Source: an optimization exercise on an open RTL-to-GDS flow (aim: small area). Production flows keep margins and buffers that such runs may drop.
At most, simulation tests tie the RTL to the original design; equivalence was not proved.

== the reference run ==
==> flow/design.v (excerpt) <==
module convolutional_layer_1 (
  input signed [7:0] in,
  input clk, en,
  output signed [191:0] out
);
  reg [7:0] u [0:132];
  integer i;
  genvar g, b;
  wire [33:0] en_n, en_p;
  generate
    for (g = 0; g < 34; g = g + 1) begin : sel
      inv_cell in0 (.a(en), .y(en_n[g]));
      inv_cell in1 (.a(en_n[g]), .y(en_p[g]));
    end
  endgenerate
  wire [7:0] prv [0:132];
  wire [7:0] nxt [0:132];
  assign prv[0] = {~in[7], in[6:0]};
  generate
    for (g = 0; g < 133; g = g + 1) begin : hold
      if (g > 0) begin : link
        assign prv[g] = u[g-1];
      end
      for (b = 0; b < 8; b = b + 1) begin : bt
        wire y;
        hold_mux h (.d(prv[g][b]), .q(u[g][b]), .e(en_p[g / 4]), .e_n(en_n[g / 4]), .y(y));
        assign nxt[g][b] = y;
      end
    end
  endgenerate
  always @(posedge clk) begin
    for (i = 0; i < 133; i = i + 1) u[i] <= nxt[i];
  end
  wire [7:0] x0 = u[0];
  wire [7:0] x1 = u[1];
  wire [7:0] x2 = u[2];
  wire [7:0] x3 = u[3];
  wire [7:0] x4 = u[4];
  wire [7:0] x5 = u[32];
  wire [7:0] x6 = u[33];
  wire [7:0] x7 = u[34];
  wire [7:0] x8 = u[35];
  wire [7:0] x9 = u[36];
  wire [7:0] x10 = u[64];
  ...
Settings: LEC_CHECK=0, CAP_MARGIN=20, CORE_MARGIN=2, CORE_UTILIZATION=55, CTS_BUF_LIST=sky130_fd_sc_hd__clkbuf_16, CTS_CLUSTER_DIAMETER=100, CTS_CLUSTER_SIZE=25, SLEW_MARGIN=20, SYNTH_HIERARCHICAL=1, SYNTH_MINIMUM_KEEP_SIZE=0; clock period 18.0 ns.
standard.sh (not shown) runs the stock make flow with config.mk's settings and CLKGATE_MAP_FILE= SYNTH_SCRIPT=/design/flow/synth_recipe.tcl, a recipe that flattens the netlist after the stock synthesis.
==> flow/flow/run.sh <==
#!/bin/bash
# Standard synthesis and layout with small port buffers; after placement the constant
# output ports of each map share one tie cell.
set -e
bash standard.sh synth > synth.log 2>&1
bash standard.sh BUFFER_PORTS_ARGS="-buffer_cell sky130_fd_sc_hd__buf_1" place > place.log 2>&1
ODB=orfs/results/sky130hd/convolutional_layer_1/base/3_place.odb openroad -no_init -exit flow/merge_ties.tcl > merge_ties.log 2>&1
bash standard.sh BUFFER_PORTS_ARGS="-buffer_cell sky130_fd_sc_hd__buf_1" finish > layout.log 2>&1
==> flow/flow/merge_ties.tcl <==
# Let one tie cell drive all the constant output ports of a map instead of one tie cell each.
read_db $::env(ODB)
set block [[[ord::get_db] getChip] getBlock]
array set keep {}
set removed 0
foreach inst [$block getInsts] {
  if {[[$inst getMaster] getName] ne "sky130_fd_sc_hd__conb_1"} { continue }
  set net "NULL"
  set pin ""
  foreach it [$inst getITerms] {
    set n [$it getNet]
    if {$n ne "NULL" && [[$it getMTerm] getName] in {LO HI}} { set net $n; set pin [[$it getMTerm] getName] }
  }
  if {$net eq "NULL"} { continue }
  set bts [$net getBTerms]
  if {[llength $bts] != 1 || [llength [$net getITerms]] != 1} { continue }
  set name [[lindex $bts 0] getName]
  if {![regexp {^out\[(\d+)\]$} $name -> idx]} { continue }
  set key "$pin[expr {$idx / 32}]"
  if {![info exists keep($key)]} { set keep($key) $net; continue }
  set bt [lindex $bts 0]
  $bt disconnect
  $bt connect $keep($key)
  odb::dbInst_destroy $inst
  odb::dbNet_destroy $net
  incr removed
}
puts "merge_ties: removed $removed tie cells"
write_db $::env(ODB)
Relative to the reference run, the following input files were edited for the trial run:
--- a/flow/design.v
+++ b/flow/design.v
@@ -1,35 +1,35 @@
 module convolutional_layer_1 (
   input signed [7:0] in,
   input clk, en,
   output signed [191:0] out
 );
   reg [7:0] u [0:132];
   integer i;
   genvar g, b;
-  wire [33:0] en_n, en_p;
+  wire [16:0] en_n, en_p;
   generate
-    for (g = 0; g < 34; g = g + 1) begin : sel
+    for (g = 0; g < 17; g = g + 1) begin : sel
       inv_cell in0 (.a(en), .y(en_n[g]));
       inv_cell in1 (.a(en_n[g]), .y(en_p[g]));
     end
   endgenerate
   wire [7:0] prv [0:132];
   wire [7:0] nxt [0:132];
   assign prv[0] = {~in[7], in[6:0]};
   generate
     for (g = 0; g < 133; g = g + 1) begin : hold
       if (g > 0) begin : link
         assign prv[g] = u[g-1];
       end
       for (b = 0; b < 8; b = b + 1) begin : bt
         wire y;
-        hold_mux h (.d(prv[g][b]), .q(u[g][b]), .e(en_p[g / 4]), .e_n(en_n[g / 4]), .y(y));
+        hold_mux h (.d(prv[g][b]), .q(u[g][b]), .e(en_p[g / 8]), .e_n(en_n[g / 8]), .y(y));
         assign nxt[g][b] = y;
       end
     end
   endgenerate
   always @(posedge clk) begin
     for (i = 0; i < 133; i = i + 1) u[i] <= nxt[i];
   end
   wire [7:0] x0 = u[0];
   wire [7:0] x1 = u[1];
### Flow results
- Taking the reference run as the reference, in the trial run worst endpoint data arrival time dropped 20 ps; xor and xnor area share after synthesis barely changed.
- Going from the reference run to the trial run, area growth from synthesis to layout now sits at about the same level, post-route minimum period went down.
- As far as number of enable-type register cells in the synthesized netlist goes, the reference run and the trial run are indistinguishable; the numbers are identical.
- The trial run: mean area per synthesized cell is about 0.55% higher than what the reference run reported.
- For the synthesized cell count, the trial run came in 34 lower than the reference run did.
- On design area, the reference run and the trial run are neck and neck.
- Diff the reference run and the trial run: detailed-routing iteration count for the pre-antenna-repair pass lower in the trial run
- For post-synthesis share of cell area spent on and, or, nand and nor gates, the reference run and the trial run come out practically identical.
- Comparing the reference run with the trial run, the sequential fraction of total cell area came out essentially unchanged.
The RTL of the reference run was laid out without a check of its function.

[re-timing with driven ports]
No port has a modelled driver above. Below, the same layouts with a new extraction and two added sets of constraints. Step 1, drivers: a clkbuf_16 drives clk and a buf_2 each remaining input, both assumed. Step 2 moves the port delays by t, midway between the first and last clock arrival at a register: inputs arrive t later, outputs are due t later. That takes back most of the time a late clock gives input paths. a / b / c = ideal ports / drivers / drivers and shift; a / b = the first two.
| run | t, ns | slack for setup (ns) | hold slack, ns | worst data-port slew with drivers (ns) |
|---|---|---|---|---|
| the reference run | 0.760 | 0.712 / 0.635 / 1.395 | 0.459 / 0.459 / 0.459 | 0.03 |
| the trial run | 0.758 | 0.732 / 0.654 / 1.412 | 0.460 / 0.460 / 0.460 | 0.08 |
After both steps every run listed still meets setup and hold.
